Source: an optimization exercise on an open RTL-to-GDS flow (aim: small area, a short achievable clock period and few clock cycles). Production flows keep margins and buffers that such runs may drop. Function was checked by simulation only, so behaviour that the tests miss may differ from the original. No activity file was given, so power comes from the tool's default toggle rates.

==> flow/design.v, too long to show whole: its modules and the start of the top module <==
// module riscv_alu: 119 lines
// module riscv_csr_regfile: 408 lines
// module riscv_csr: 220 lines
// module riscv_decoder: 182 lines
// module riscv_decode: 96 lines
// module riscv_divider: 91 lines
// module riscv_exec: 281 lines
// module riscv_fetch: 152 lines
// module riscv_lsu: 336 lines
// module riscv_lsu_fifo: 49 lines
// module riscv_mmu: 394 lines
// module riscv_multiplier: 70 lines
// module riscv_mul_csa: 68 lines
// module riscv_pipe_ctrl: 293 lines
// module riscv_regfile: 214 lines
// module riscv_issue: 386 lines
// module riscv_core: 566 lines
module riscv_core
#(
     parameter SUPPORT_MULDIV   = 1
    ,parameter SUPPORT_SUPER    = 0
    ,parameter SUPPORT_MMU      = 0
    ,parameter SUPPORT_LOAD_BYPASS = 1
    ,parameter SUPPORT_MUL_BYPASS = 1
    ,parameter SUPPORT_REGFILE_XILINX = 0
    ,parameter EXTRA_DECODE_STAGE = 0
    ,parameter MEM_CACHE_ADDR_MIN = 32'h80000000
    ,parameter MEM_CACHE_ADDR_MAX = 32'h8fffffff
)
(
     input           clk_i
    ,input           rst_i
    ,input  [ 31:0]  mem_d_data_rd_i
    ,input           mem_d_accept_i
    ,input           mem_d_ack_i
    ,input           mem_d_error_i
    ,input  [ 10:0]  mem_d_resp_tag_i
    ,input           mem_i_accept_i
    ,input           mem_i_valid_i
    ,input           mem_i_error_i
    ,input  [ 31:0]  mem_i_inst_i
    ,input           intr_i
    ,input  [ 31:0]  reset_vector_i
    ,input  [ 31:0]  cpu_id_i
    ,output [ 31:0]  mem_d_addr_o
    ,output [ 31:0]  mem_d_data_wr_o
    ,output          mem_d_rd_o
    ,output [  3:0]  mem_d_wr_o
    ,output          mem_d_cacheable_o
    ,output [ 10:0]  mem_d_req_tag_o
    ,output          mem_d_invalidate_o
    ,output          mem_d_writeback_o
    ,output          mem_d_flush_o
    ,output          mem_i_rd_o
    ,output          mem_i_flush_o
    ,output          mem_i_invalidate_o
    ,output [ 31:0]  mem_i_pc_o
);
  // ...
==> flow/flow/run.sh <==
#!/bin/bash
set -euo pipefail
export BUFFER_PORTS_ARGS="-buffer_cell sky130_fd_sc_hd__buf_4"
bash standard.sh SETUP_SLACK_MARGIN=6 finish > standard.log 2>&1
==> flow/standard.sh <==
#!/bin/bash
# synth_recipe.tcl (not shown) runs the flow's synth.tcl, then flattens the netlist and writes it again
# the make line also repeats each setting of config.mk as NAME=value (left out here)
make -C /OpenROAD-flow-scripts/flow DESIGN_CONFIG=/design/flow/config.mk WORK_HOME=/design/flow/orfs CLKGATE_MAP_FILE= SYNTH_SCRIPT=/design/flow/synth_recipe.tcl "${@:-finish}"
==> flow/config.mk <==
export PLATFORM = sky130hd
export DESIGN_NAME = riscv_core
export DESIGN_NICKNAME = riscv_core
export VERILOG_FILES = /design/flow/design.v
export SDC_FILE = /design/flow/constraint.sdc
export NUM_CORES = 8
export LEC_CHECK = 0
export CAP_MARGIN = 30
export CORE_MARGIN = 2
export CORE_UTILIZATION = 50
export CTS_CLUSTER_DIAMETER = 80
export CTS_CLUSTER_SIZE = 24
export GPL_ROUTABILITY_DRIVEN = 1
export PLACE_DENSITY = 0.75
export SETUP_SLACK_MARGIN = 5
export SLEW_MARGIN = 30
==> flow/constraint.sdc <==
create_clock -name core_clock -period 13.0 [get_ports {clk_i}]
set_input_delay 2.6000 -clock core_clock [delete_from_list [all_inputs] [get_ports {clk_i}]]
set_output_delay 2.6000 -clock core_clock [all_outputs]
set_load 0.01 [all_outputs]
==> run summary, run 1 <==
- Hold Path Origin: u_issue.u_pipe_ctrl.pc_e1_q[0]$_DFFE_PN_
- Share of total power in sequential cells: 49.6%
- Fillcell total: 26.4k
- #FFs+latches synth: 2416
- PostCTS Resize Cnt: 100
- Endpoint kind of the worst setup timing path: register
- Multi-input gate area in the final layout: 79100 µm²
- Clock buf count: 176
- Switching power: 5.94 mW
- Post-route worst setup slack: 5.52 ns
- Worst setup path startpoint: mem_i_inst_i[22]
- H-Tree Level Count: 4
- Count of endpoints failing setup in the final report: 0
- Number of synthesized flops with an enable pin: 1826
- Hold_buf cts: 0
- Number of antenna violations at the first check in global routing: 84
- Time the final worst path needs with I/O delays and setup: 7.48 ns
- End of the worst register-to-register path: u_exec.cmp_b_q[13]$_DFFE_PN_
- GR Layer Usage met3: 22.3%
- Area occupied by registers: 68600 µm²
- CP most frequent cell: sky130_fd_sc_hd__buf_4
- Most used cells in the layout excluding fill and tap cells: 1826 x sky130_fd_sc_hd__edfxtp_1, 954 x sky130_fd_sc_hd__nor2_1, 936 x sky130_fd_sc_hd__nand2_1, 825 x sky130_fd_sc_hd__a22oi_1, 817 x sky130_fd_sc_hd__a21oi_1
- Period utilisation layout: 57.6%
- Clock Root Buffer: sky130_fd_sc_hd__clkbuf_16
- Setup tns final: 0 ns
- Post-synthesis share of cell area spent on and, or, nand and nor gates: 10.7%
- Largest family of logic cells by synthesized area: compound AO/OA/AOI/OAI gates
- Result of the run: finished clean
- Total Routing Usage GR: 44.3%
- Flip-flop and latch power: 9.09 mW
- Cell-internal power: 12.4 mW
- Post-route cell area: 167000 µm²
- Placer congestion estimate: 1.07
- Share of the synthesized area in the top cell type: 35.8%
- Xor/xnor cell area share of the yosys netlist: 5.49%
- Fraction of power spent switching nets: 32.4%
- Num sequential: 2416
- End of the worst hold path: u_issue.u_pipe_ctrl.pc_e2_q[0]$_DFFE_PN_
- Met2 Routed Length: 275000 µm
- Largest reg by FF count: u_lsu.u_lsu_request.ram_q
- Iteration-0 DRC Markers: 31.8k
- Sequential element share of the synthesized area: 44.8%
- Fraction of standard cell area in multi-input logic: 47.5%
- GR Overflow Total: 0
- Clk sinks: 2416
Testbench counts, summed over its fixed seeds: cycles 592,794.
==> module riscv_csr, before the edit <==
module riscv_csr
#(
     parameter SUPPORT_MULDIV   = 1
    ,parameter SUPPORT_SUPER    = 1
)
(
     input           clk_i
    ,input           rst_i
    ,input           intr_i
    ,input           opcode_valid_i
    ,input  [ 31:0]  opcode_opcode_i
    ,input  [ 31:0]  opcode_pc_i
    ,input           opcode_invalid_i
    ,input  [  4:0]  opcode_rd_idx_i
    ,input  [  4:0]  opcode_ra_idx_i
    ,input  [  4:0]  opcode_rb_idx_i
    ,input  [ 31:0]  opcode_ra_operand_i
    ,input  [ 31:0]  opcode_rb_operand_i
    ,input           csr_writeback_write_i
    ,input  [ 11:0]  csr_writeback_waddr_i
    ,input  [ 31:0]  csr_writeback_wdata_i
    ,input  [  5:0]  csr_writeback_exception_i
    ,input  [ 31:0]  csr_writeback_exception_pc_i
    ,input  [ 31:0]  csr_writeback_exception_addr_i
    ,input  [ 31:0]  cpu_id_i
    ,input  [ 31:0]  reset_vector_i
    ,input           interrupt_inhibit_i
    ,output [ 31:0]  csr_result_e1_value_o
    ,output          csr_result_e1_write_o
    ,output [ 31:0]  csr_result_e1_wdata_o
    ,output [  5:0]  csr_result_e1_exception_o
    ,output          branch_csr_request_o
    ,output [ 31:0]  branch_csr_pc_o
    ,output [  1:0]  branch_csr_priv_o
    ,output          take_interrupt_o
    ,output          ifence_o
    ,output [  1:0]  mmu_priv_d_o
    ,output          mmu_sum_o
    ,output          mmu_mxr_o
    ,output          mmu_flush_o
    ,output [ 31:0]  mmu_satp_o
);
wire ecall_w             = opcode_valid_i && ((opcode_opcode_i & 32'hffffffff)      == 32'h73);
wire ebreak_w            = opcode_valid_i && ((opcode_opcode_i & 32'hffffffff)     == 32'h100073);
wire eret_w              = opcode_valid_i && ((opcode_opcode_i & 32'hcfffffff)       == 32'h200073);
wire [1:0] eret_priv_w   = opcode_opcode_i[29:28];
wire csrrw_w             = opcode_valid_i && ((opcode_opcode_i & 32'h707f)      == 32'h1073);
wire csrrs_w             = opcode_valid_i && ((opcode_opcode_i & 32'h707f)      == 32'h2073);
wire csrrc_w             = opcode_valid_i && ((opcode_opcode_i & 32'h707f)      == 32'h3073);
wire csrrwi_w            = opcode_valid_i && ((opcode_opcode_i & 32'h707f)     == 32'h5073);
wire csrrsi_w            = opcode_valid_i && ((opcode_opcode_i & 32'h707f)     == 32'h6073);
wire csrrci_w            = opcode_valid_i && ((opcode_opcode_i & 32'h707f)     == 32'h7073);
wire wfi_w               = opcode_valid_i && ((opcode_opcode_i & 32'hffff8fff)        == 32'h10500073);
wire fence_w             = opcode_valid_i && ((opcode_opcode_i & 32'h707f)      == 32'hf);
wire sfence_w            = opcode_valid_i && ((opcode_opcode_i & 32'hfe007fff)     == 32'h12000073);
wire ifence_w            = opcode_valid_i && ((opcode_opcode_i & 32'h707f)     == 32'h100f);
wire [1:0]  current_priv_w;
reg [1:0]   csr_priv_r;
reg         csr_readonly_r;
reg         csr_write_r;
reg         set_r;
reg         clr_r;
reg         csr_fault_r;
reg [31:0]  data_r;
always @ *
begin
    set_r           = csrrw_w | csrrs_w | csrrwi_w | csrrsi_w;
    clr_r           = csrrw_w | csrrc_w | csrrwi_w | csrrci_w;
    csr_priv_r      = opcode_opcode_i[29:28];
    csr_readonly_r  = (opcode_opcode_i[31:30] == 2'd3);
    csr_write_r     = (opcode_ra_idx_i != 5'b0) | csrrw_w | csrrwi_w;
    data_r          = (csrrwi_w | 
                       csrrsi_w | 
                       csrrci_w) ?
                            {27'b0, opcode_ra_idx_i} : opcode_ra_operand_i;
    csr_fault_r     = SUPPORT_SUPER ? (opcode_valid_i && (set_r | clr_r) && ((csr_write_r && csr_readonly_r) || (current_priv_w < csr_priv_r))) : 1'b0;
end
wire satp_update_w = (opcode_valid_i && (set_r || clr_r) && csr_write_r && (opcode_opcode_i[31:20] == 12'h180));
wire timer_irq_w = 1'b0;
wire [31:0] misa_w = SUPPORT_MULDIV ? (32'h40000000 | 32'h00000100 | 32'h00001000): (32'h40000000 | 32'h00000100);
wire [31:0] csr_rdata_w;
wire        csr_branch_w;
wire [31:0] csr_target_w;
wire [31:0] interrupt_w;
wire [31:0] status_reg_w;
wire [31:0] satp_reg_w;
riscv_csr_regfile
#( .SUPPORT_MTIMECMP(0)
  ,.SUPPORT_SUPER(SUPPORT_SUPER) )
u_csrfile
(
     .clk_i(clk_i)
    ,.rst_i(rst_i)
    ,.ext_intr_i(intr_i)
    ,.timer_intr_i(timer_irq_w)
    ,.cpu_id_i(cpu_id_i)
    ,.misa_i(misa_w)
    ,.csr_ren_i(opcode_valid_i)
    ,.csr_raddr_i(opcode_opcode_i[31:20])
    ,.csr_rdata_o(csr_rdata_w)
    ,.exception_i(csr_writeback_exception_i)
    ,.exception_pc_i(csr_writeback_exception_pc_i)
    ,.exception_addr_i(csr_writeback_exception_addr_i)
    ,.csr_waddr_i(csr_writeback_write_i ? csr_writeback_waddr_i : 12'b0)
    ,.csr_wdata_i(csr_writeback_wdata_i)
    ,.csr_branch_o(csr_branch_w)
    ,.csr_target_o(csr_target_w)
    ,.priv_o(current_priv_w)
    ,.status_o(status_reg_w)
    ,.satp_o(satp_reg_w)
    ,.interrupt_o(interrupt_w)
);
reg                     rd_valid_e1_q;
reg [ 31:0]             rd_result_e1_q;
reg [ 31:0]             csr_wdata_e1_q;
reg [6-1:0]  exception_e1_q;
wire                    eret_fault_w = eret_w && (current_priv_w < eret_priv_w);
wire set_u_w = ((opcode_opcode_i & 32'h707f)  == 32'h1073)  | ((opcode_opcode_i & 32'h707f)  == 32'h2073) |
               ((opcode_opcode_i & 32'h707f) == 32'h5073) | ((opcode_opcode_i & 32'h707f) == 32'h6073);
wire clr_u_w = ((opcode_opcode_i & 32'h707f)  == 32'h1073)  | ((opcode_opcode_i & 32'h707f)  == 32'h3073) |
               ((opcode_opcode_i & 32'h707f) == 32'h5073) | ((opcode_opcode_i & 32'h707f) == 32'h7073);
wire [31:0] data_u_w = (((opcode_opcode_i & 32'h707f) == 32'h5073) |
                        ((opcode_opcode_i & 32'h707f) == 32'h6073) |
                        ((opcode_opcode_i & 32'h707f) == 32'h7073)) ? {27'b0, opcode_ra_idx_i} : opcode_ra_operand_i;
always @ (posedge clk_i or posedge rst_i)
if (rst_i)
begin
    rd_valid_e1_q   <= 1'b0;
    exception_e1_q  <= 6'b0;
end
else if (opcode_valid_i)
begin
    rd_valid_e1_q   <= (set_r || clr_r) && ~csr_fault_r;
    if ((opcode_opcode_i & 32'hffffffff) == 32'h73)
        exception_e1_q  <= 6'h18 + {4'b0, current_priv_w};
    else if (eret_fault_w)
        exception_e1_q  <= 6'h12;
    else if ((opcode_opcode_i & 32'hcfffffff) == 32'h200073)
        exception_e1_q  <= 6'h30 + {4'b0, eret_priv_w};
    else if ((opcode_opcode_i & 32'hffffffff) == 32'h100073)
        exception_e1_q  <= 6'h13;
    else if (opcode_invalid_i || csr_fault_r)
        exception_e1_q  <= 6'h12;
    else if (satp_update_w || ifence_w || sfence_w)
        exception_e1_q  <= 6'h34;
    else
        exception_e1_q  <= 6'b0;
end
else
begin
    rd_valid_e1_q   <= 1'b0;
    exception_e1_q  <= 6'b0;
end
always @ (posedge clk_i)
begin
    if (opcode_invalid_i || csr_fault_r)
        rd_result_e1_q  <= opcode_opcode_i;
    else
        rd_result_e1_q  <= csr_rdata_w;
    if (set_u_w && clr_u_w)
        csr_wdata_e1_q <= data_u_w;
    else if (set_u_w)
        csr_wdata_e1_q <= csr_rdata_w | data_u_w;
    else
        csr_wdata_e1_q <= csr_rdata_w & ~data_u_w;
end
assign csr_result_e1_value_o     = rd_result_e1_q;
assign csr_result_e1_write_o     = rd_valid_e1_q;
assign csr_result_e1_wdata_o     = csr_wdata_e1_q;
assign csr_result_e1_exception_o = exception_e1_q;
reg take_interrupt_q;
always @ (posedge clk_i or posedge rst_i)
if (rst_i)
    take_interrupt_q    <= 1'b0;
else
    take_interrupt_q    <= (|interrupt_w) & ~interrupt_inhibit_i;
assign take_interrupt_o = take_interrupt_q;
reg tlb_flush_q;
always @ (posedge clk_i or posedge rst_i)
if (rst_i)
    tlb_flush_q <= 1'b0;
else
    tlb_flush_q <= satp_update_w || sfence_w;
reg ifence_q;
always @ (posedge clk_i or posedge rst_i)
if (rst_i)
    ifence_q    <= 1'b0;
else
    ifence_q    <= ifence_w;
assign ifence_o = ifence_q;
reg        branch_q;
reg [31:0] branch_target_q;
reg        reset_q;
always @ (posedge clk_i or posedge rst_i)
if (rst_i)
begin
    branch_target_q <= 32'b0;
    branch_q        <= 1'b0;
    reset_q         <= 1'b1;
end
else if (reset_q)
begin
    branch_target_q <= reset_vector_i;
    branch_q        <= 1'b1;
    reset_q         <= 1'b0;
end
else
begin
    branch_q        <= csr_branch_w;
    branch_target_q <= csr_target_w;
end
assign branch_csr_request_o = branch_q;
assign branch_csr_pc_o      = branch_target_q;
assign branch_csr_priv_o    = satp_reg_w[31] ? current_priv_w : 2'd3;
assign mmu_priv_d_o     = status_reg_w[17] ? status_reg_w[12:11] : current_priv_w;
assign mmu_satp_o       = satp_reg_w;
assign mmu_flush_o      = tlb_flush_q;
assign mmu_sum_o        = status_reg_w[18];
assign mmu_mxr_o        = status_reg_w[19];
endmodule
==> module riscv_exec, before the edit <==
module riscv_exec
(
     input           clk_i
    ,input           rst_i
    ,input           opcode_valid_i
    ,input  [ 31:0]  opcode_opcode_i
    ,input  [ 31:0]  opcode_pc_i
    ,input           opcode_invalid_i
    ,input  [  4:0]  opcode_rd_idx_i
    ,input  [  4:0]  opcode_ra_idx_i
    ,input  [  4:0]  opcode_rb_idx_i
    ,input  [ 31:0]  opcode_ra_operand_i
    ,input  [ 31:0]  opcode_rb_operand_i
    ,input           hold_i
    ,input           opcode_fault_i         
    ,output          branch_e1_fire_o       
    ,output          branch_e1_taken_o      
    ,output [ 31:0]  branch_e1_pc_o
    ,output [ 31:0]  writeback_value_o
    ,output [ 31:0]  operand_a_e1_o         
    ,output [ 31:0]  operand_b_e1_o
);
reg [31:0]  imm20_r;
reg [31:0]  imm12_r;
reg [31:0]  bimm_r;
reg [31:0]  jimm20_r;
reg [4:0]   shamt_r;
always @ *
begin
    imm20_r     = {opcode_opcode_i[31:12], 12'b0};
    imm12_r     = {{20{opcode_opcode_i[31]}}, opcode_opcode_i[31:20]};
    bimm_r      = {{19{opcode_opcode_i[31]}}, opcode_opcode_i[31], opcode_opcode_i[7], opcode_opcode_i[30:25], opcode_opcode_i[11:8], 1'b0};
    jimm20_r    = {{12{opcode_opcode_i[31]}}, opcode_opcode_i[19:12], opcode_opcode_i[20], opcode_opcode_i[30:25], opcode_opcode_i[24:21], 1'b0};
    shamt_r     = opcode_opcode_i[24:20];
end
wire inst_jal_w  = ((opcode_opcode_i & 32'h7f) == 32'h6f);
wire inst_jalr_w = ((opcode_opcode_i & 32'h707f) == 32'h67);
wire inst_muldiv_w = (opcode_opcode_i[6:0] == 7'b0110011) && (opcode_opcode_i[31:25] == 7'b0000001);
wire inst_bxx_w  = ((opcode_opcode_i & 32'h707f) == 32'h63) ||
                   ((opcode_opcode_i & 32'h707f) == 32'h1063) ||
                   ((opcode_opcode_i & 32'h707f) == 32'h4063) ||
                   ((opcode_opcode_i & 32'h707f) == 32'h5063) ||
                   ((opcode_opcode_i & 32'h707f) == 32'h6063) ||
                   ((opcode_opcode_i & 32'h707f) == 32'h7063);
reg [3:0]  alu_func_r;
reg [31:0] alu_input_a_r;
reg [31:0] alu_input_b_r;
always @ *
begin
    alu_func_r     = 4'b0000;
    alu_input_a_r  = 32'b0;
    alu_input_b_r  = 32'b0;
    if ((opcode_opcode_i & 32'hfe00707f) == 32'h33)  
    begin
        alu_func_r     = 4'b0100;
        alu_input_a_r  = opcode_ra_operand_i;
        alu_input_b_r  = opcode_rb_operand_i;
    end
    else if ((opcode_opcode_i & 32'hfe00707f) == 32'h7033)  
    begin
        alu_func_r     = 4'b0111;
        alu_input_a_r  = opcode_ra_operand_i;
        alu_input_b_r  = opcode_rb_operand_i;
    end
    else if ((opcode_opcode_i & 32'hfe00707f) == 32'h6033)  
    begin
        alu_func_r     = 4'b1000;
        alu_input_a_r  = opcode_ra_operand_i;
        alu_input_b_r  = opcode_rb_operand_i;
    end
    else if ((opcode_opcode_i & 32'hfe00707f) == 32'h1033)  
    begin
        alu_func_r     = 4'b0001;
        alu_input_a_r  = opcode_ra_operand_i;
        alu_input_b_r  = opcode_rb_operand_i;
    end
    else if ((opcode_opcode_i & 32'hfe00707f) == 32'h40005033)  
    begin
        alu_func_r     = 4'b0011;
        alu_input_a_r  = opcode_ra_operand_i;
        alu_input_b_r  = opcode_rb_operand_i;
    end
    else if ((opcode_opcode_i & 32'hfe00707f) == 32'h5033)  
    begin
        alu_func_r     = 4'b0010;
        alu_input_a_r  = opcode_ra_operand_i;
        alu_input_b_r  = opcode_rb_operand_i;
    end
    else if ((opcode_opcode_i & 32'hfe00707f) == 32'h40000033)  
    begin
        alu_func_r     = 4'b0110;
        alu_input_a_r  = opcode_ra_operand_i;
        alu_input_b_r  = opcode_rb_operand_i;
    end
    else if ((opcode_opcode_i & 32'hfe00707f) == 32'h4033)  
    begin
        alu_func_r     = 4'b1001;
        alu_input_a_r  = opcode_ra_operand_i;
        alu_input_b_r  = opcode_rb_operand_i;
    end
    else if ((opcode_opcode_i & 32'hfe00707f) == 32'h2033)  
    begin
        alu_func_r     = 4'b1011;
        alu_input_a_r  = opcode_ra_operand_i;
        alu_input_b_r  = opcode_rb_operand_i;
    end
    else if ((opcode_opcode_i & 32'hfe00707f) == 32'h3033)  
    begin
        alu_func_r     = 4'b1010;
        alu_input_a_r  = opcode_ra_operand_i;
        alu_input_b_r  = opcode_rb_operand_i;
    end
    else if ((opcode_opcode_i & 32'h707f) == 32'h13)  
    begin
        alu_func_r     = 4'b0100;
        alu_input_a_r  = opcode_ra_operand_i;
        alu_input_b_r  = imm12_r;
    end
    else if ((opcode_opcode_i & 32'h707f) == 32'h7013)  
    begin
        alu_func_r     = 4'b0111;
        alu_input_a_r  = opcode_ra_operand_i;
        alu_input_b_r  = imm12_r;
    end
    else if ((opcode_opcode_i & 32'h707f) == 32'h2013)  
    begin
        alu_func_r     = 4'b1011;
        alu_input_a_r  = opcode_ra_operand_i;
        alu_input_b_r  = imm12_r;
    end
    else if ((opcode_opcode_i & 32'h707f) == 32'h3013)  
    begin
        alu_func_r     = 4'b1010;
        alu_input_a_r  = opcode_ra_operand_i;
        alu_input_b_r  = imm12_r;
    end
    else if ((opcode_opcode_i & 32'h707f) == 32'h6013)  
    begin
        alu_func_r     = 4'b1000;
        alu_input_a_r  = opcode_ra_operand_i;
        alu_input_b_r  = imm12_r;
    end
    else if ((opcode_opcode_i & 32'h707f) == 32'h4013)  
    begin
        alu_func_r     = 4'b1001;
        alu_input_a_r  = opcode_ra_operand_i;
        alu_input_b_r  = imm12_r;
    end
    else if ((opcode_opcode_i & 32'hfc00707f) == 32'h1013)  
    begin
        alu_func_r     = 4'b0001;
        alu_input_a_r  = opcode_ra_operand_i;
        alu_input_b_r  = {27'b0, shamt_r};
    end
    else if ((opcode_opcode_i & 32'hfc00707f) == 32'h5013)  
    begin
        alu_func_r     = 4'b0010;
        alu_input_a_r  = opcode_ra_operand_i;
        alu_input_b_r  = {27'b0, shamt_r};
    end
    else if ((opcode_opcode_i & 32'hfc00707f) == 32'h40005013)  
    begin
        alu_func_r     = 4'b0011;
        alu_input_a_r  = opcode_ra_operand_i;
        alu_input_b_r  = {27'b0, shamt_r};
    end
    else if ((opcode_opcode_i & 32'h7f) == 32'h37)  
    begin
        alu_input_a_r  = imm20_r;
    end
    else if ((opcode_opcode_i & 32'h7f) == 32'h17)  
    begin
        alu_func_r     = 4'b0100;
        alu_input_a_r  = opcode_pc_i;
        alu_input_b_r  = imm20_r;
    end
    else if (inst_jal_w || inst_jalr_w)  
    begin
        alu_func_r     = 4'b0100;
        alu_input_a_r  = opcode_pc_i;
        alu_input_b_r  = 32'd4;
    end
    else if (inst_bxx_w || inst_muldiv_w)  
    begin                                  
        alu_input_a_r  = opcode_ra_operand_i;
        alu_input_b_r  = opcode_rb_operand_i;
    end
end
reg [3:0]  alu_func_q;
reg [31:0] alu_a_q;
reg [31:0] alu_b_q;
reg        br_jal_q;
reg        br_jalr_q;
reg        br_bxx_q;
reg [2:0]  br_f3_q;
reg [31:0] cmp_a_q;        
reg [31:0] cmp_b_q;
reg [5:0]  br_kind_q;      
reg [31:0] br_base_q;      
reg [11:0] br_imm_q;       
reg        fresh_q;
always @ (posedge clk_i)
if (~hold_i)
begin
    alu_func_q <= alu_func_r;
    alu_a_q    <= alu_input_a_r;
    alu_b_q    <= alu_input_b_r;
    br_f3_q    <= opcode_opcode_i[14:12];
    cmp_a_q    <= opcode_ra_operand_i;
    cmp_b_q    <= opcode_rb_operand_i;
    br_base_q  <= inst_jalr_w ? opcode_ra_operand_i : (opcode_pc_i + (inst_jal_w ? jimm20_r : bimm_r));
    br_imm_q   <= opcode_opcode_i[31:20];
end
always @ (posedge clk_i or posedge rst_i)
if (rst_i)
begin
    br_jal_q  <= 1'b0;
    br_jalr_q <= 1'b0;
    br_bxx_q  <= 1'b0;
    br_kind_q <= 6'b0;
    fresh_q   <= 1'b0;
end
else
begin
    if (~hold_i)
    begin
        br_jal_q  <= opcode_valid_i & ~opcode_fault_i & inst_jal_w;
        br_jalr_q <= opcode_valid_i & ~opcode_fault_i & inst_jalr_w;
        br_bxx_q  <= opcode_valid_i & ~opcode_fault_i & inst_bxx_w;
        br_kind_q <= {6{opcode_valid_i & ~opcode_fault_i & inst_bxx_w}} &
                     {opcode_opcode_i[14:12] == 3'b111, opcode_opcode_i[14:12] == 3'b110,
                      opcode_opcode_i[14:12] == 3'b101, opcode_opcode_i[14:12] == 3'b100,
                      opcode_opcode_i[14:12] == 3'b001, opcode_opcode_i[14:12] == 3'b000};
    end
    fresh_q <= opcode_valid_i;
end
wire [31:0]  alu_p_w;
riscv_alu
u_alu
(
    .alu_op_i(alu_func_q),
    .alu_a_i(alu_a_q),
    .alu_b_i(alu_b_q),
    .alu_p_o(alu_p_w)
);
assign writeback_value_o = alu_p_w;
assign operand_a_e1_o    = alu_a_q;
assign operand_b_e1_o    = alu_b_q;
function [1:0] cmp_lt_eq;    
    input [31:0] a;
    input [31:0] b;
    reg [31:0] lt0, eq0;
    reg [15:0] lt1, eq1;
    reg [7:0]  lt2, eq2;
    reg [3:0]  lt3, eq3;
    reg [1:0]  lt4, eq4;
    integer k;
begin
    lt0 = ~a & b;
    eq0 = ~(a ^ b);
    for (k = 0; k < 16; k = k + 1) begin lt1[k] = lt0[2*k+1] | (eq0[2*k+1] & lt0[2*k]); eq1[k] = eq0[2*k+1] & eq0[2*k]; end
    for (k = 0; k < 8;  k = k + 1) begin lt2[k] = lt1[2*k+1] | (eq1[2*k+1] & lt1[2*k]); eq2[k] = eq1[2*k+1] & eq1[2*k]; end
    for (k = 0; k < 4;  k = k + 1) begin lt3[k] = lt2[2*k+1] | (eq2[2*k+1] & lt2[2*k]); eq3[k] = eq2[2*k+1] & eq2[2*k]; end
    for (k = 0; k < 2;  k = k + 1) begin lt4[k] = lt3[2*k+1] | (eq3[2*k+1] & lt3[2*k]); eq4[k] = eq3[2*k+1] & eq3[2*k]; end
    cmp_lt_eq = {lt4[1] | (eq4[1] & lt4[0]), eq4[1] & eq4[0]};
end
endfunction
wire [1:0] cmp_u_w   = cmp_lt_eq(cmp_a_q, cmp_b_q);
wire [1:0] cmp_s_w   = cmp_lt_eq({~cmp_a_q[31], cmp_a_q[30:0]}, {~cmp_b_q[31], cmp_b_q[30:0]});
wire       cmp_eq_w  = cmp_u_w[0];
wire       cmp_ltu_w = cmp_u_w[1];
wire       cmp_lt_w  = cmp_s_w[1];
wire cond_w = (br_kind_q[0] &  cmp_eq_w)  | (br_kind_q[1] & ~cmp_eq_w) |
              (br_kind_q[2] &  cmp_lt_w)  | (br_kind_q[3] & ~cmp_lt_w) |
              (br_kind_q[4] &  cmp_ltu_w) | (br_kind_q[5] & ~cmp_ltu_w);
wire [31:0] jalr_target_w = br_base_q + {{20{br_imm_q[11]}}, br_imm_q};
wire        taken_w       = br_jal_q | br_jalr_q | cond_w;
assign branch_e1_taken_o = taken_w;
assign branch_e1_fire_o  = fresh_q & taken_w;
assign branch_e1_pc_o    = br_jalr_q ? {jalr_target_w[31:1], 1'b0} : br_base_q;
endmodule
==> module riscv_lsu, before the edit <==
module riscv_lsu
#(
     parameter MEM_CACHE_ADDR_MIN = 32'h80000000
    ,parameter MEM_CACHE_ADDR_MAX = 32'h8fffffff
)
(
     input           clk_i
    ,input           rst_i
    ,input           opcode_valid_i
    ,input  [ 31:0]  opcode_opcode_i
    ,input  [ 31:0]  opcode_pc_i
    ,input           opcode_invalid_i
    ,input  [  4:0]  opcode_rd_idx_i
    ,input  [  4:0]  opcode_ra_idx_i
    ,input  [  4:0]  opcode_rb_idx_i
    ,input  [ 31:0]  opcode_ra_operand_i
    ,input  [ 31:0]  opcode_rb_operand_i
    ,input  [ 31:0]  mem_data_rd_i
    ,input           mem_accept_i
    ,input           mem_ack_i
    ,input           mem_error_i
    ,input  [ 10:0]  mem_resp_tag_i
    ,input           mem_load_fault_i
    ,input           mem_store_fault_i
    ,output [ 31:0]  mem_addr_o
    ,output [ 31:0]  mem_data_wr_o
    ,output          mem_rd_o
    ,output [  3:0]  mem_wr_o
    ,output          mem_cacheable_o
    ,output [ 10:0]  mem_req_tag_o
    ,output          mem_invalidate_o
    ,output          mem_writeback_o
    ,output          mem_flush_o
    ,output          writeback_valid_o
    ,output [ 31:0]  writeback_value_o
    ,output [  5:0]  writeback_exception_o
    ,output          stall_o
);
wire [ 31:0] mem_addr_q;
wire [ 31:0] mem_data_wr_q;
wire         mem_rd_q;
wire [  3:0] mem_wr_q;
wire         mem_cacheable_q;
wire         mem_invalidate_q;
wire         mem_writeback_q;
wire         mem_flush_q;
wire         mem_unaligned_e1_w;
reg          mem_unaligned_e2_q;
reg          mem_load_q;
reg          mem_xb_q;
reg          mem_xh_q;
reg          mem_ls_q;
reg pending_lsu_e2_q;
wire issue_lsu_e1_w    = (mem_rd_o || (|mem_wr_o) || mem_writeback_o || mem_invalidate_o || mem_flush_o) && mem_accept_i;
wire complete_ok_e2_w  = mem_ack_i & ~mem_error_i;
wire complete_err_e2_w = mem_ack_i & mem_error_i;
always @ (posedge clk_i or posedge rst_i)
if (rst_i)
    pending_lsu_e2_q <= 1'b0;
else if (issue_lsu_e1_w)
    pending_lsu_e2_q <= 1'b1;
else if (complete_ok_e2_w || complete_err_e2_w)
    pending_lsu_e2_q <= 1'b0;
wire delay_lsu_e2_w = pending_lsu_e2_q && !complete_ok_e2_w;
always @ (posedge clk_i or posedge rst_i)
if (rst_i)
    mem_unaligned_e2_q <= 1'b0;
else
    mem_unaligned_e2_q <= mem_unaligned_e1_w & ~delay_lsu_e2_w;
wire load_inst_w = (((opcode_opcode_i & 32'h707f) == 32'h3)  || 
                    ((opcode_opcode_i & 32'h707f) == 32'h1003)  || 
                    ((opcode_opcode_i & 32'h707f) == 32'h2003)  || 
                    ((opcode_opcode_i & 32'h707f) == 32'h4003) || 
                    ((opcode_opcode_i & 32'h707f) == 32'h5003) || 
                    ((opcode_opcode_i & 32'h707f) == 32'h6003));
wire load_signed_inst_w = (((opcode_opcode_i & 32'h707f) == 32'h3)  || 
                           ((opcode_opcode_i & 32'h707f) == 32'h1003)  || 
                           ((opcode_opcode_i & 32'h707f) == 32'h2003));
wire store_inst_w = (((opcode_opcode_i & 32'h707f) == 32'h23)  || 
                     ((opcode_opcode_i & 32'h707f) == 32'h1023)  || 
                     ((opcode_opcode_i & 32'h707f) == 32'h2023));
wire req_lb_w = ((opcode_opcode_i & 32'h707f) == 32'h3) || ((opcode_opcode_i & 32'h707f) == 32'h4003);
wire req_lh_w = ((opcode_opcode_i & 32'h707f) == 32'h1003) || ((opcode_opcode_i & 32'h707f) == 32'h5003);
wire req_lw_w = ((opcode_opcode_i & 32'h707f) == 32'h2003) || ((opcode_opcode_i & 32'h707f) == 32'h6003);
wire req_sb_w = ((opcode_opcode_i & 32'h707f) == 32'h23);
wire req_sh_w = ((opcode_opcode_i & 32'h707f) == 32'h1023);
wire req_sw_w = ((opcode_opcode_i & 32'h707f) == 32'h2023);
wire req_sw_lw_w = ((opcode_opcode_i & 32'h707f) == 32'h2023) || ((opcode_opcode_i & 32'h707f) == 32'h2003) || ((opcode_opcode_i & 32'h707f) == 32'h6003);
wire req_sh_lh_w = ((opcode_opcode_i & 32'h707f) == 32'h1023) || ((opcode_opcode_i & 32'h707f) == 32'h1003) || ((opcode_opcode_i & 32'h707f) == 32'h5003);
reg [31:0]  ra_q;
reg [11:0]  imm_q;
reg [31:0]  rb_q;
reg         valid_q;
reg         sw_lw_q;
reg         sh_lh_q;
reg         ld_q;
reg         st_w_q;
reg         st_h_q;
reg         st_b_q;
reg [2:0]   cop_q;       
wire        csrrw_w = ((opcode_opcode_i & 32'h707f) == 32'h1073);
wire dcache_flush_w      = csrrw_w && (opcode_opcode_i[31:20] == 12'h3a0);
wire dcache_writeback_w  = csrrw_w && (opcode_opcode_i[31:20] == 12'h3a1);
wire dcache_invalidate_w = csrrw_w && (opcode_opcode_i[31:20] == 12'h3a2);
function [12:0] add12;
    input [11:0] a;
    input [11:0] b;
    reg [11:0] g, p, g1, p1, g2, p2, g3, p3, g4;
    integer k;
begin
    g = a & b;
    p = a ^ b;
    for (k = 0; k < 12; k = k + 1) begin g1[k] = (k >= 1) ? (g[k]  | (p[k]  & g[k-1]))  : g[k];  p1[k] = (k >= 1) ? (p[k]  & p[k-1])  : p[k];  end
    for (k = 0; k < 12; k = k + 1) begin g2[k] = (k >= 2) ? (g1[k] | (p1[k] & g1[k-2])) : g1[k]; p2[k] = (k >= 2) ? (p1[k] & p1[k-2]) : p1[k]; end
    for (k = 0; k < 12; k = k + 1) begin g3[k] = (k >= 4) ? (g2[k] | (p2[k] & g2[k-4])) : g2[k]; p3[k] = (k >= 4) ? (p2[k] & p2[k-4]) : p2[k]; end
    for (k = 0; k < 12; k = k + 1) begin g4[k] = (k >= 8) ? (g3[k] | (p3[k] & g3[k-8])) : g3[k]; end
    add12 = {g4[11], p ^ {g4[10:0], 1'b0}};
end
endfunction
wire [12:0] addr_lo_w  = add12(ra_q[11:0], imm_q);
wire [19:0] addr_hp1_w = ra_q[31:12] + 20'd1;
wire [19:0] addr_hm1_w = ra_q[31:12] - 20'd1;
wire [1:0]  addr_hsel_w = {imm_q[11], addr_lo_w[12]};    
wire [19:0] addr_hi_w  = (addr_hsel_w == 2'b01) ? addr_hp1_w :
                         (addr_hsel_w == 2'b10) ? addr_hm1_w : ra_q[31:12];
wire [31:0] mem_addr_w = {addr_hi_w, addr_lo_w[11:0]};
assign mem_unaligned_e1_w = (sw_lw_q && (mem_addr_w[1:0] != 2'b0)) || (sh_lh_q && mem_addr_w[0]);
assign mem_rd_q = ld_q && !mem_unaligned_e1_w;
reg [31:0]  mem_data_r;
reg [3:0]   mem_wr_r;
always @ *
begin
    mem_data_r = 32'b0;
    mem_wr_r   = 4'b0;
    if (st_w_q && !mem_unaligned_e1_w)
    begin
        mem_data_r  = rb_q;
        mem_wr_r    = 4'hF;
    end
    else if (st_h_q && !mem_unaligned_e1_w)
    begin
        case (mem_addr_w[1:0])
        2'h2 :
        begin
            mem_data_r  = {rb_q[15:0],16'h0000};
            mem_wr_r    = 4'b1100;
        end
        default :
        begin
            mem_data_r  = {16'h0000,rb_q[15:0]};
            mem_wr_r    = 4'b0011;
        end
        endcase
    end
    else if (st_b_q)
    begin
        case (mem_addr_w[1:0])
        2'h3 :
        begin
            mem_data_r  = {rb_q[7:0],24'h000000};
            mem_wr_r    = 4'b1000;
        end
        2'h2 :
        begin
            mem_data_r  = {{8'h00,rb_q[7:0]},16'h0000};
            mem_wr_r    = 4'b0100;
        end
        2'h1 :
        begin
            mem_data_r  = {{16'h0000,rb_q[7:0]},8'h00};
            mem_wr_r    = 4'b0010;
        end
        default :
        begin
            mem_data_r  = {24'h000000,rb_q[7:0]};
            mem_wr_r    = 4'b0001;
        end
        endcase
    end
end
assign mem_addr_q       = mem_addr_w;
assign mem_data_wr_q    = mem_data_r;
assign mem_wr_q         = mem_wr_r;
assign mem_flush_q      = cop_q[0];
assign mem_writeback_q  = cop_q[1];
assign mem_invalidate_q = cop_q[2];
wire        in_range_w = (addr_hsel_w == 2'b01) ? (addr_hp1_w[19:16] == MEM_CACHE_ADDR_MIN[31:28]) :
                         (addr_hsel_w == 2'b10) ? (addr_hm1_w[19:16] == MEM_CACHE_ADDR_MIN[31:28]) :
                                                  (ra_q[31:28]       == MEM_CACHE_ADDR_MIN[31:28]);
assign mem_cacheable_q  = in_range_w || (|cop_q);
wire lsu_clear_w = complete_err_e2_w || mem_unaligned_e2_q;
wire lsu_hold_w  = ((mem_rd_q || (|mem_wr_q) || mem_unaligned_e1_w) && delay_lsu_e2_w) ||
                   ((mem_writeback_o || mem_invalidate_o || mem_flush_o || mem_rd_o || mem_wr_o != 4'b0) && !mem_accept_i);
always @ (posedge clk_i or posedge rst_i)
if (rst_i)
begin
    valid_q            <= 1'b0;
    sw_lw_q            <= 1'b0;
    sh_lh_q            <= 1'b0;
    ld_q               <= 1'b0;
    st_w_q             <= 1'b0;
    st_h_q             <= 1'b0;
    st_b_q             <= 1'b0;
    cop_q              <= 3'b0;
    mem_load_q         <= 1'b0;
    mem_xb_q           <= 1'b0;
    mem_xh_q           <= 1'b0;
    mem_ls_q           <= 1'b0;
end
else if (lsu_clear_w)
begin
    valid_q            <= 1'b0;
    sw_lw_q            <= 1'b0;
    sh_lh_q            <= 1'b0;
    ld_q               <= 1'b0;
    st_w_q             <= 1'b0;
    st_h_q             <= 1'b0;
    st_b_q             <= 1'b0;
    cop_q              <= 3'b0;
    mem_load_q         <= 1'b0;
    mem_xb_q           <= 1'b0;
    mem_xh_q           <= 1'b0;
    mem_ls_q           <= 1'b0;
end
else if (!lsu_hold_w)
begin
    valid_q            <= opcode_valid_i;
    sw_lw_q            <= opcode_valid_i && req_sw_lw_w;
    sh_lh_q            <= opcode_valid_i && req_sh_lh_w && !req_sw_lw_w;
    ld_q               <= opcode_valid_i && load_inst_w;
    st_w_q             <= opcode_valid_i && ((opcode_opcode_i & 32'h707f) == 32'h2023);
    st_h_q             <= opcode_valid_i && ((opcode_opcode_i & 32'h707f) == 32'h1023);
    st_b_q             <= opcode_valid_i && ((opcode_opcode_i & 32'h707f) == 32'h23);
    cop_q              <= {opcode_valid_i & dcache_invalidate_w, opcode_valid_i & dcache_writeback_w, opcode_valid_i & dcache_flush_w};
    mem_load_q         <= opcode_valid_i && load_inst_w;
    mem_xb_q           <= req_lb_w | req_sb_w;
    mem_xh_q           <= req_lh_w | req_sh_w;
    mem_ls_q           <= load_signed_inst_w;
end
always @ (posedge clk_i)
if (!lsu_clear_w && !lsu_hold_w)
begin
    ra_q  <= opcode_ra_operand_i;
    rb_q  <= opcode_rb_operand_i;
    imm_q <= (opcode_valid_i && csrrw_w)     ? 12'b0 :
             (opcode_valid_i && load_inst_w) ? opcode_opcode_i[31:20] :
                                               {opcode_opcode_i[31:25], opcode_opcode_i[11:7]};
end
assign mem_addr_o       = {mem_addr_q[31:2], 2'b0};
assign mem_data_wr_o    = mem_data_wr_q;
assign mem_rd_o         = mem_rd_q & ~delay_lsu_e2_w;
assign mem_wr_o         = mem_wr_q & ~{4{delay_lsu_e2_w}};
assign mem_cacheable_o  = mem_cacheable_q;
assign mem_req_tag_o    = 11'b0;
assign mem_invalidate_o = mem_invalidate_q;
assign mem_writeback_o  = mem_writeback_q;
assign mem_flush_o      = mem_flush_q;
assign stall_o          = ((mem_writeback_o || mem_invalidate_o || mem_flush_o || mem_rd_o || mem_wr_o != 4'b0) && !mem_accept_i) || delay_lsu_e2_w || mem_unaligned_e1_w;
wire        resp_load_w;
wire [31:0] resp_addr_w;
wire        resp_byte_w;
wire        resp_half_w;
wire        resp_signed_w;
riscv_lsu_fifo
#(
     .WIDTH(36)
    ,.DEPTH(2)
    ,.ADDR_W(1)
)
u_lsu_request
(
     .clk_i(clk_i)
    ,.rst_i(rst_i)
    ,.push_i(((mem_rd_o || (|mem_wr_o) || mem_writeback_o || mem_invalidate_o || mem_flush_o) && mem_accept_i) || (mem_unaligned_e1_w && ~delay_lsu_e2_w))
    ,.data_in_i({mem_addr_q, mem_ls_q, mem_xh_q, mem_xb_q, mem_load_q})
    ,.accept_o()
    ,.valid_o()
    ,.data_out_o({resp_addr_w, resp_signed_w, resp_half_w, resp_byte_w, resp_load_w})
    ,.pop_i(mem_ack_i || mem_unaligned_e2_q)
);
reg [1:0]  addr_lsb_r;
reg        load_byte_r;
reg        load_half_r;
reg        load_signed_r;
reg [31:0] wb_result_r;
always @ *
begin
    wb_result_r   = 32'b0;
    addr_lsb_r    = resp_addr_w[1:0];
    load_byte_r   = resp_byte_w;
    load_half_r   = resp_half_w;
    load_signed_r = resp_signed_w;
    if ((mem_ack_i && mem_error_i) || mem_unaligned_e2_q)
        wb_result_r = resp_addr_w;
    else if (mem_ack_i && resp_load_w)
    begin
        if (load_byte_r)
        begin
            case (addr_lsb_r[1:0])
            2'h3: wb_result_r = {24'b0, mem_data_rd_i[31:24]};
            2'h2: wb_result_r = {24'b0, mem_data_rd_i[23:16]};
            2'h1: wb_result_r = {24'b0, mem_data_rd_i[15:8]};
            2'h0: wb_result_r = {24'b0, mem_data_rd_i[7:0]};
            endcase
            if (load_signed_r && wb_result_r[7])
                wb_result_r = {24'hFFFFFF, wb_result_r[7:0]};
        end
        else if (load_half_r)
        begin
            if (addr_lsb_r[1])
                wb_result_r = {16'b0, mem_data_rd_i[31:16]};
            else
                wb_result_r = {16'b0, mem_data_rd_i[15:0]};
            if (load_signed_r && wb_result_r[15])
                wb_result_r = {16'hFFFF, wb_result_r[15:0]};
        end
        else
            wb_result_r = mem_data_rd_i;
    end
end
assign writeback_valid_o    = mem_ack_i | mem_unaligned_e2_q;
assign writeback_value_o    = wb_result_r;
wire fault_load_align_w     = mem_unaligned_e2_q & resp_load_w;
wire fault_store_align_w    = mem_unaligned_e2_q & ~resp_load_w;
wire fault_load_bus_w       = mem_error_i &&  resp_load_w;
wire fault_store_bus_w      = mem_error_i && ~resp_load_w;
wire fault_load_page_w      = mem_error_i && mem_load_fault_i;
wire fault_store_page_w     = mem_error_i && mem_store_fault_i;
assign writeback_exception_o         = fault_load_align_w  ? 6'h14:
                                       fault_store_align_w ? 6'h16:
                                       fault_load_page_w   ? 6'h1d:
                                       fault_store_page_w  ? 6'h1f:
                                       fault_load_bus_w    ? 6'h15:
                                       fault_store_bus_w   ? 6'h17:
                                       6'b0;
endmodule 
==> inputs of run 2 (changes only) <==
--- a/flow/design.v
+++ b/flow/design.v
@@ -722,5 +722,4 @@
 if (rst_i)
 begin
-    branch_target_q <= 32'b0;
     branch_q        <= 1'b0;
     reset_q         <= 1'b1;
@@ -728,13 +727,14 @@
 else if (reset_q)
 begin
-    branch_target_q <= reset_vector_i;
     branch_q        <= 1'b1;
     reset_q         <= 1'b0;
 end
 else
-begin
     branch_q        <= csr_branch_w;
+always @ (posedge clk_i)
+if (reset_q)
+    branch_target_q <= reset_vector_i;
+else
     branch_target_q <= csr_target_w;
-end
 assign branch_csr_request_o = branch_q;
 assign branch_csr_pc_o      = branch_target_q;
@@ -1137,16 +1137,10 @@
     ,output [ 31:0]  operand_b_e1_o
 );
-reg [31:0]  imm20_r;
-reg [31:0]  imm12_r;
 reg [31:0]  bimm_r;
 reg [31:0]  jimm20_r;
-reg [4:0]   shamt_r;
 always @ *
 begin
-    imm20_r     = {opcode_opcode_i[31:12], 12'b0};
-    imm12_r     = {{20{opcode_opcode_i[31]}}, opcode_opcode_i[31:20]};
     bimm_r      = {{19{opcode_opcode_i[31]}}, opcode_opcode_i[31], opcode_opcode_i[7], opcode_opcode_i[30:25], opcode_opcode_i[11:8], 1'b0};
     jimm20_r    = {{12{opcode_opcode_i[31]}}, opcode_opcode_i[19:12], opcode_opcode_i[20], opcode_opcode_i[30:25], opcode_opcode_i[24:21], 1'b0};
-    shamt_r     = opcode_opcode_i[24:20];
 end
 wire inst_jal_w  = ((opcode_opcode_i & 32'h7f) == 32'h6f);
@@ -1160,159 +1154,174 @@
                    ((opcode_opcode_i & 32'h707f) == 32'h7063);
 reg [3:0]  alu_func_r;
-reg [31:0] alu_input_a_r;
-reg [31:0] alu_input_b_r;
+reg        a_pc_r;         
+reg        a_imm_r;        
+reg        b_i_r;          
+reg        b_u_r;          
+reg        b_four_r;       
+reg        sel_a_r;        
+reg        sel_b_r;        
 always @ *
 begin
     alu_func_r     = 4'b0000;
-    alu_input_a_r  = 32'b0;
-    alu_input_b_r  = 32'b0;
+    a_pc_r         = 1'b0;
+    a_imm_r        = 1'b0;
+    b_i_r          = 1'b0;
+    b_u_r          = 1'b0;
+    b_four_r       = 1'b0;
+    sel_a_r        = 1'b0;
+    sel_b_r        = 1'b0;
     if ((opcode_opcode_i & 32'hfe00707f) == 32'h33)  
     begin
         alu_func_r     = 4'b0100;
-        alu_input_a_r  = opcode_ra_operand_i;
-        alu_input_b_r  = opcode_rb_operand_i;
+        sel_a_r        = 1'b1;
+        sel_b_r        = 1'b1;
     end
     else if ((opcode_opcode_i & 32'hfe00707f) == 32'h7033)  
     begin
         alu_func_r     = 4'b0111;
-        alu_input_a_r  = opcode_ra_operand_i;
-        alu_input_b_r  = opcode_rb_operand_i;
+        sel_a_r        = 1'b1;
+        sel_b_r        = 1'b1;
     end
     else if ((opcode_opcode_i & 32'hfe00707f) == 32'h6033)  
     begin
         alu_func_r     = 4'b1000;
-        alu_input_a_r  = opcode_ra_operand_i;
-        alu_input_b_r  = opcode_rb_operand_i;
+        sel_a_r        = 1'b1;
+        sel_b_r        = 1'b1;
     end
     else if ((opcode_opcode_i & 32'hfe00707f) == 32'h1033)  
     begin
         alu_func_r     = 4'b0001;
-        alu_input_a_r  = opcode_ra_operand_i;
-        alu_input_b_r  = opcode_rb_operand_i;
+        sel_a_r        = 1'b1;
+        sel_b_r        = 1'b1;
     end
     else if ((opcode_opcode_i & 32'hfe00707f) == 32'h40005033)  
     begin
         alu_func_r     = 4'b0011;
-        alu_input_a_r  = opcode_ra_operand_i;
-        alu_input_b_r  = opcode_rb_operand_i;
+        sel_a_r        = 1'b1;
+        sel_b_r        = 1'b1;
     end
     else if ((opcode_opcode_i & 32'hfe00707f) == 32'h5033)  
     begin
         alu_func_r     = 4'b0010;
-        alu_input_a_r  = opcode_ra_operand_i;
-        alu_input_b_r  = opcode_rb_operand_i;
+        sel_a_r        = 1'b1;
+        sel_b_r        = 1'b1;
     end
     else if ((opcode_opcode_i & 32'hfe00707f) == 32'h40000033)  
     begin
         alu_func_r     = 4'b0110;
-        alu_input_a_r  = opcode_ra_operand_i;
-        alu_input_b_r  = opcode_rb_operand_i;
+        sel_a_r        = 1'b1;
+        sel_b_r        = 1'b1;
     end
     else if ((opcode_opcode_i & 32'hfe00707f) == 32'h4033)  
     begin
         alu_func_r     = 4'b1001;
-        alu_input_a_r  = opcode_ra_operand_i;
-        alu_input_b_r  = opcode_rb_operand_i;
+        sel_a_r        = 1'b1;
+        sel_b_r        = 1'b1;
     end
     else if ((opcode_opcode_i & 32'hfe00707f) == 32'h2033)  
     begin
         alu_func_r     = 4'b1011;
-        alu_input_a_r  = opcode_ra_operand_i;
-        alu_input_b_r  = opcode_rb_operand_i;
+        sel_a_r        = 1'b1;
+        sel_b_r        = 1'b1;
     end
     else if ((opcode_opcode_i & 32'hfe00707f) == 32'h3033)  
     begin
         alu_func_r     = 4'b1010;
-        alu_input_a_r  = opcode_ra_operand_i;
-        alu_input_b_r  = opcode_rb_operand_i;
+        sel_a_r        = 1'b1;
+        sel_b_r        = 1'b1;
     end
     else if ((opcode_opcode_i & 32'h707f) == 32'h13)  
     begin
         alu_func_r     = 4'b0100;
-        alu_input_a_r  = opcode_ra_operand_i;
-        alu_input_b_r  = imm12_r;
+        sel_a_r        = 1'b1;
+        b_i_r          = 1'b1;
     end
     else if ((opcode_opcode_i & 32'h707f) == 32'h7013)  
     begin
         alu_func_r     = 4'b0111;
-        alu_input_a_r  = opcode_ra_operand_i;
-        alu_input_b_r  = imm12_r;
+        sel_a_r        = 1'b1;
+        b_i_r          = 1'b1;
     end
     else if ((opcode_opcode_i & 32'h707f) == 32'h2013)  
     begin
         alu_func_r     = 4'b1011;
-        alu_input_a_r  = opcode_ra_operand_i;
-        alu_input_b_r  = imm12_r;
+        sel_a_r        = 1'b1;
+        b_i_r          = 1'b1;
     end
     else if ((opcode_opcode_i & 32'h707f) == 32'h3013)  
     begin
         alu_func_r     = 4'b1010;
-        alu_input_a_r  = opcode_ra_operand_i;
-        alu_input_b_r  = imm12_r;
+        sel_a_r        = 1'b1;
+        b_i_r          = 1'b1;
     end
     else if ((opcode_opcode_i & 32'h707f) == 32'h6013)  
     begin
         alu_func_r     = 4'b1000;
-        alu_input_a_r  = opcode_ra_operand_i;
-        alu_input_b_r  = imm12_r;
+        sel_a_r        = 1'b1;
+        b_i_r          = 1'b1;
     end
     else if ((opcode_opcode_i & 32'h707f) == 32'h4013)  
     begin
         alu_func_r     = 4'b1001;
-        alu_input_a_r  = opcode_ra_operand_i;
-        alu_input_b_r  = imm12_r;
+        sel_a_r        = 1'b1;
+        b_i_r          = 1'b1;
     end
     else if ((opcode_opcode_i & 32'hfc00707f) == 32'h1013)  
     begin
         alu_func_r     = 4'b0001;
-        alu_input_a_r  = opcode_ra_operand_i;
-        alu_input_b_r  = {27'b0, shamt_r};
+        sel_a_r        = 1'b1;
+        b_i_r          = 1'b1;    
     end
     else if ((opcode_opcode_i & 32'hfc00707f) == 32'h5013)  
     begin
         alu_func_r     = 4'b0010;
-        alu_input_a_r  = opcode_ra_operand_i;
-        alu_input_b_r  = {27'b0, shamt_r};
+        sel_a_r        = 1'b1;
+        b_i_r          = 1'b1;    
     end
     else if ((opcode_opcode_i & 32'hfc00707f) == 32'h40005013)  
     begin
         alu_func_r     = 4'b0011;
-        alu_input_a_r  = opcode_ra_operand_i;
-        alu_input_b_r  = {27'b0, shamt_r};
+        sel_a_r        = 1'b1;
+        b_i_r          = 1'b1;    
     end
     else if ((opcode_opcode_i & 32'h7f) == 32'h37)  
     begin
-        alu_input_a_r  = imm20_r;
+        a_imm_r  = 1'b1;
     end
     else if ((opcode_opcode_i & 32'h7f) == 32'h17)  
     begin
         alu_func_r     = 4'b0100;
-        alu_input_a_r  = opcode_pc_i;
-        alu_input_b_r  = imm20_r;
+        a_pc_r   = 1'b1;
+        b_u_r    = 1'b1;
     end
     else if (inst_jal_w || inst_jalr_w)  
     begin
         alu_func_r     = 4'b0100;
-        alu_input_a_r  = opcode_pc_i;
-        alu_input_b_r  = 32'd4;
+        a_pc_r   = 1'b1;
+        b_four_r = 1'b1;
     end
     else if (inst_bxx_w || inst_muldiv_w)  
     begin                                  
-        alu_input_a_r  = opcode_ra_operand_i;
-        alu_input_b_r  = opcode_rb_operand_i;
+        sel_a_r        = 1'b1;
+        sel_b_r        = 1'b1;
     end
 end
 reg [3:0]  alu_func_q;
-reg [31:0] alu_a_q;
-reg [31:0] alu_b_q;
+reg        a_pc_q;
+reg        a_imm_q;
+reg        b_i_q;
+reg        b_u_q;
+reg        b_four_q;
+reg [31:12] imm_hi_q;      
+reg [31:0] pc_q;
+reg        sel_a_q;
+reg        sel_b_q;
 reg        br_jal_q;
 reg        br_jalr_q;
 reg        br_bxx_q;
-reg [2:0]  br_f3_q;
-reg [31:0] cmp_a_q;        
-reg [31:0] cmp_b_q;
+reg [31:0] ra_q;           
+reg [31:0] rb_q;
 reg [5:0]  br_kind_q;      
-reg [31:0] br_base_q;      
-reg [11:0] br_imm_q;       
+reg [31:0] br_target_q;    
 reg        fresh_q;
 always @ (posedge clk_i)
@@ -1320,11 +1329,16 @@
 begin
     alu_func_q <= alu_func_r;
-    alu_a_q    <= alu_input_a_r;
-    alu_b_q    <= alu_input_b_r;
-    br_f3_q    <= opcode_opcode_i[14:12];
-    cmp_a_q    <= opcode_ra_operand_i;
-    cmp_b_q    <= opcode_rb_operand_i;
-    br_base_q  <= inst_jalr_w ? opcode_ra_operand_i : (opcode_pc_i + (inst_jal_w ? jimm20_r : bimm_r));
-    br_imm_q   <= opcode_opcode_i[31:20];
+    a_pc_q     <= a_pc_r;
+    a_imm_q    <= a_imm_r;
+    b_i_q      <= b_i_r;
+    b_u_q      <= b_u_r;
+    b_four_q   <= b_four_r;
+    imm_hi_q   <= opcode_opcode_i[31:12];
+    pc_q       <= opcode_pc_i;
+    sel_a_q    <= sel_a_r;
+    sel_b_q    <= sel_b_r;
+    ra_q       <= opcode_ra_operand_i;
+    rb_q       <= opcode_rb_operand_i;
+    br_target_q <= opcode_pc_i + (inst_jal_w ? jimm20_r : bimm_r);
 end
 always @ (posedge clk_i or posedge rst_i)
@@ -1351,4 +1365,10 @@
     fresh_q <= opcode_valid_i;
 end
+wire [31:0]  alu_a_w = sel_a_q ? ra_q :
+                       ({32{a_pc_q}} & pc_q) | ({32{a_imm_q}} & {imm_hi_q, 12'b0});
+wire [31:0]  alu_b_w = sel_b_q ? rb_q :
+                       ({32{b_i_q}} & {{20{imm_hi_q[31]}}, imm_hi_q[31:20]}) |
+                       ({32{b_u_q}} & {imm_hi_q, 12'b0}) |
+                       {29'b0, b_four_q, 2'b0};
 wire [31:0]  alu_p_w;
 riscv_alu
@@ -1356,11 +1376,11 @@
 (
     .alu_op_i(alu_func_q),
-    .alu_a_i(alu_a_q),
-    .alu_b_i(alu_b_q),
+    .alu_a_i(alu_a_w),
+    .alu_b_i(alu_b_w),
     .alu_p_o(alu_p_w)
 );
 assign writeback_value_o = alu_p_w;
-assign operand_a_e1_o    = alu_a_q;
-assign operand_b_e1_o    = alu_b_q;
+assign operand_a_e1_o    = ra_q;
+assign operand_b_e1_o    = rb_q;
 function [1:0] cmp_lt_eq;    
     input [31:0] a;
@@ -1382,6 +1402,6 @@
 end
 endfunction
-wire [1:0] cmp_u_w   = cmp_lt_eq(cmp_a_q, cmp_b_q);
-wire [1:0] cmp_s_w   = cmp_lt_eq({~cmp_a_q[31], cmp_a_q[30:0]}, {~cmp_b_q[31], cmp_b_q[30:0]});
+wire [1:0] cmp_u_w   = cmp_lt_eq(ra_q, rb_q);
+wire [1:0] cmp_s_w   = cmp_lt_eq({~ra_q[31], ra_q[30:0]}, {~rb_q[31], rb_q[30:0]});
 wire       cmp_eq_w  = cmp_u_w[0];
 wire       cmp_ltu_w = cmp_u_w[1];
@@ -1390,9 +1410,9 @@
               (br_kind_q[2] &  cmp_lt_w)  | (br_kind_q[3] & ~cmp_lt_w) |
               (br_kind_q[4] &  cmp_ltu_w) | (br_kind_q[5] & ~cmp_ltu_w);
-wire [31:0] jalr_target_w = br_base_q + {{20{br_imm_q[11]}}, br_imm_q};
+wire [31:0] jalr_target_w = ra_q + {{20{imm_hi_q[31]}}, imm_hi_q[31:20]};
 wire        taken_w       = br_jal_q | br_jalr_q | cond_w;
 assign branch_e1_taken_o = taken_w;
 assign branch_e1_fire_o  = fresh_q & taken_w;
-assign branch_e1_pc_o    = br_jalr_q ? {jalr_target_w[31:1], 1'b0} : br_base_q;
+assign branch_e1_pc_o    = br_jalr_q ? {jalr_target_w[31:1], 1'b0} : br_target_q;
 endmodule
 module riscv_fetch
@@ -1734,7 +1754,12 @@
 assign mem_writeback_q  = cop_q[1];
 assign mem_invalidate_q = cop_q[2];
-wire        in_range_w = (addr_hsel_w == 2'b01) ? (addr_hp1_w[19:16] == MEM_CACHE_ADDR_MIN[31:28]) :
-                         (addr_hsel_w == 2'b10) ? (addr_hm1_w[19:16] == MEM_CACHE_ADDR_MIN[31:28]) :
-                                                  (ra_q[31:28]       == MEM_CACHE_ADDR_MIN[31:28]);
+wire [3:0]  cache_top_w  = MEM_CACHE_ADDR_MIN[31:28];
+wire        top_eq_w     = (ra_q[31:28] == cache_top_w);
+wire        top_eq_m1_w  = (ra_q[31:28] == cache_top_w - 4'd1);
+wire        top_eq_p1_w  = (ra_q[31:28] == cache_top_w + 4'd1);
+wire        in_range_p1_w = (&ra_q[27:12]) ? top_eq_m1_w : top_eq_w;    
+wire        in_range_m1_w = (~|ra_q[27:12]) ? top_eq_p1_w : top_eq_w;   
+wire        in_range_w = (addr_hsel_w == 2'b01) ? in_range_p1_w :
+                         (addr_hsel_w == 2'b10) ? in_range_m1_w : top_eq_w;
 assign mem_cacheable_q  = in_range_w || (|cop_q);
 wire lsu_clear_w = complete_err_e2_w || mem_unaligned_e2_q;
@@ -2636,7 +2661,11 @@
 end
 always @ (posedge clk_i)
-if (!issue_stall_i)
 begin
     csr_wdata_e2_q  <= csr_result_wdata_e1_i;
+    csr_wdata_wb_q  <= csr_wdata_e2_q;
+end
+always @ (posedge clk_i)
+if (!issue_stall_i)
+begin
     pc_e2_q         <= pc_e1_q;
     opcode_e2_q     <= opcode_e1_q;
@@ -2732,5 +2761,4 @@
 if (!issue_stall_i)
 begin
-    csr_wdata_wb_q  <= csr_wdata_e2_q;
     pc_wb_q         <= pc_e2_q;
     opcode_wb_q     <= opcode_e2_q;
--- a/flow/config.mk
+++ b/flow/config.mk
@@ -12,5 +12,4 @@
 export CTS_CLUSTER_SIZE = 24
 export GPL_ROUTABILITY_DRIVEN = 1
-export PLACE_DENSITY = 0.75
 export SETUP_SLACK_MARGIN = 5
 export SLEW_MARGIN = 30
==> run summary, run 2 <==
- Pin slew with the least headroom to its limit: 1.30 ns
- Adder-Cell Fraction of Synth Area: 10.1%
- Multiplexer share of the synthesized area: 4.18%
- Time the final worst path needs with I/O delays and setup: 7.57 ns (+0.0900 ns)
- Effective utilization at floorplan: 50.3%
- Number of unique standard cell types used by synthesis: 120
- Pwr Total: 26.4 mW
- FMAX: 0.132 GHz
- Max-cap violations: 0
- Yosys warning count: 14
- Worst Skew: 0.0787 ns
- Cell area after synthesis: 152000 µm²
- Global-route wire length before repair: 1120000 µm
- Later-pin clock latency in the skew report: 0.93 ns
- Worst setup path startpoint: u_exec.ra_q[11]$_DFFE_PN_
- Fraction of synthesis flops using an asynchronous set or reset pin: 15.5%
- Multi-input gate area in the final layout: 80800 µm² (+2.2%)
- Endpoint kind of the worst setup timing path: primary output
- Die extent in x: 556 µm
- Placeable Area: 303000 µm²
- Most used cells in the layout excluding fill and tap cells: 1712 x sky130_fd_sc_hd__edfxtp_1, 1167 x sky130_fd_sc_hd__nor2_1, 952 x sky130_fd_sc_hd__nand2_1, 853 x sky130_fd_sc_hd__buf_4, 816 x sky130_fd_sc_hd__a22oi_1
- Clock Root Buffer: sky130_fd_sc_hd__clkbuf_16
- Period utilisation layout: 58.3% (+0.69 points)
- #FFs+latches synth: 2366 (-2.1%)
- Remaining max-slew budget at the tightest pin: 12.6%
- Total Routing Usage GR: 52.8% (+8.5 points)
- Total via count in the routed design: 146k
- Port-buffer cells: 237
- Number of synthesized flops with an enable pin: 1712 (-6.2%)
- Critical path type: reg -> out
- Post-route worst setup slack: 5.43 ns (-0.0900 ns)
- Req. time, crit path: 10.40 ns
- Total die area: 309000 µm²
- Biggest regs: u_lsu.u_lsu_request.ram_q: 72 flops, u_fetch.skid_buffer_q: 66 flops, u_mul.sum_q: 64 flops
- Top cells by area in the synthesized netlist: sky130_fd_sc_hd__edfxtp_1 34%, sky130_fd_sc_hd__fa_1 6.2%, sky130_fd_sc_hd__dfrtp_1 6.0%, sky130_fd_sc_hd__a22oi_1 4.0%, sky130_fd_sc_hd__ha_1 3.9%
- Area of placed instances: 161000 µm²
- Antenna viol nets, final: 0
- Clk sinks: 2366 (-2.1%)
- Worst-path fanout max: 6
- Fraction of final layout cells with drive strength greater than 1: 12.7%
- Vias per std cell: 7.66
- Count of endpoints failing setup in the final report: 0 (unchanged)
- Pre-Repair DR Iteration Count: 17
- Worst hold path class: reg -> reg
- Syn Area/Cell: 10.2 µm²
- Worst IR drop on VDD: 243 µV
- Wire per inst: 44.2 µm
- Final hold viol count: 0
- Worst reg2reg startpoint: u_exec.sel_b_q$_SDFFCE_PP1N_
- Total placed cells including tap cells: 18.6k
- Number of antenna violations at the first check in global routing: 163 (+94%)
- Wire length reported by the detailed router: 845000 µm
- Number of global-route vias before repair: 132k
- Post-route cell area: 168000 µm² (+0.67%)
- Rows: 202
- Placer congestion estimate: 1.16 (+8.7%)
- Synth-to-Final Area Change: 9.98%
- Post-synthesis cell type with the largest combined area: sky130_fd_sc_hd__edfxtp_1
- CP startpoint kind: register
- RSZ-0062 raised after global routing: yes
- End of the worst register-to-register path: u_csr.csr_wdata_e1_q[0]$_DFF_P_
- Sequential element share of the synthesized area: 43.5% (-1.3 points)
- Share of the synthesized area in the top cell type: 33.7% (-2.1 points)
- List of most frequent post-synthesis cells: 1712 x sky130_fd_sc_hd__edfxtp_1, 1269 x sky130_fd_sc_hd__nor2_1, 962 x sky130_fd_sc_hd__nand2_1
- Final core area utilization: 55.3%
- End of the worst hold path: u_issue.u_pipe_ctrl.csr_wdata_wb_q[0]$_DFF_P_
- Number of nets in the final layout: 15.9k
- Iteration-0 DRC Markers: 32.6k (+2.6%)
- Leakage power total: 62.9 nW
- Post-synthesis compound-gate area fraction: 20.5%
- Largest reg by FF count: u_lsu.u_lsu_request.ram_q
- Non-filler cells in the finished layout: 19.1k
- Result of the run: finished clean
- Area occupied by registers: 66300 µm² (-3.3%)
- TritonCTS buffer count: 140
- H-Tree Level Count: 4 (unchanged)
- Signal arrival time at the worst endpoint: 4.97 ns
- Drt drc: 0
- TritonCTS clock tree: yes
- Largest family of logic cells by synthesized area: compound AO/OA/AOI/OAI gates
- Fillcell total: 26.2k (-0.75%)
- Buffer depth of the longest clock path: 4
- Post-synthesis share of cell area spent on and, or, nand and nor gates: 11.5% (+0.84 points)
- Most repeated cell in the gate-level netlist after synthesis: sky130_fd_sc_hd__edfxtp_1
- Slew Limit Fails: 0
- Synth Instances: 14.9k
- Power density cells: 157 nW/µm²
- Hold Path Origin: u_issue.u_pipe_ctrl.csr_wdata_e2_q[0]$_DFF_P_
- Placed wire-length estimate: 590000 µm
- Commonest register cell after synthesis: sky130_fd_sc_hd__edfxtp_1
- Placement-stage worst setup slack: 4.59 ns
- Cells on worst reg2reg path: 27
- Most common library cell in the layout ignoring fill and taps: sky130_fd_sc_hd__edfxtp_1
- Worst-path clk slew: 0.10 ns
- Xor/xnor cell area share of the yosys netlist: 5.18% (-0.31 points)
- Number of cells traversed by the worst hold path: 0
- Setup tns final: 0 ns (unchanged)
- Pin count of the biggest net entering global routing: 135
- Ports: 267
- Max reg flops: 72
- Final hold slack: 0.295 ns
- Flop2flop setup slack: 6.00 ns
- Die height: 556 µm
- GR Overflow Total: 0 (unchanged)
==> run 2: cell type report <==
type / count / area share [%]
antenna: 187 / 0.279
sequential: 2366 / 39.6
timing repair buffer: 919 / 4.51
tap: 3978 / 2.97
multi-input combinational: 10700 / 48.2
inverter: 750 / 1.73
clock buffer: 186 / 2.32
clock inverter: 52 / 0.425
==> run 2: report_power, final <==
part           internal [mW]  switching [mW]  total [mW]  leakage [nW]
logic                   4.16            7.49        11.7          36.8
registers               9.07           0.521        9.59          23.9
clock network           2.30            2.85        5.14          2.22
==> run 2: cells by family (layout without fill, tap and decap cells) <==
| family | count (synthesis) | count (layout) |
|---|---|---|
| XOR/XNOR | 901 | 901 |
| other | 1 | 204 |
| multiplexers | 569 | 569 |
| adder cells (fa/ha/maj) | 948 | 948 |
| AND/OR/NAND/NOR | 3755 | 3755 |
| buffers and inverters | 1928 | 1907 |
| AO/OA/AOI/OAI | 4472 | 4472 |
| flip-flops | 2366 | 2366 |
==> run 2: how the worst max path moves through the flow <==
stage / to / slack, ns / depth (start not counted)
3_5_place_dp: u_csr.csr_wdata_e1_q[0]$_DFF_P_ / 4.59 / 25
4_1_cts: mem_i_rd_o / 5.60 / 12
5_1_grt: mem_i_rd_o / 5.49 / 12
6_report: mem_i_rd_o / 5.43 / 12
3_3_place_gp: u_csr.csr_wdata_e1_q[16]$_DFF_P_ / 4.68 / 15
2_1_floorplan: asynchronous set/reset pin / 5.49 / 1
==> run 2: repair_timing <==
item,4_1_cts,5_1_grt
resized for setup,105,98
setup endpoints to repair,67,67
pin swaps,27,17
hold buffers,0,0
gates cloned,7,1
buffers inserted,56,24
==> run 2: worst max-delay path: stages, from the launching register on <==
cell	delay, ns
sky130_fd_sc_hd__edfxtp_1	0.35
sky130_fd_sc_hd__buf_4	0.42
sky130_fd_sc_hd__inv_1	0.40
sky130_fd_sc_hd__ha_1	0.42
sky130_fd_sc_hd__nand4_1	0.11
sky130_fd_sc_hd__or4_4	0.61
sky130_fd_sc_hd__nor3_4	0.30
sky130_fd_sc_hd__mux2i_1	0.29
sky130_fd_sc_hd__o311ai_2	0.19
sky130_fd_sc_hd__a2111oi_4	0.48
sky130_fd_sc_hd__nand2b_4	0.19
sky130_fd_sc_hd__and3_4	0.20
sky130_fd_sc_hd__buf_6	0.11
==> run 2: layer usage <==
metal / global-route usage [%] / share of wire [%]
met5: 2.30 / 0.28
met4: 37.3 / 9.4
met3: 33.0 / 20
met2: 66.1 / 36
met1: 64.8 / 34
Testbench counts of run 2, summed over its fixed seeds: cycles 592,794.
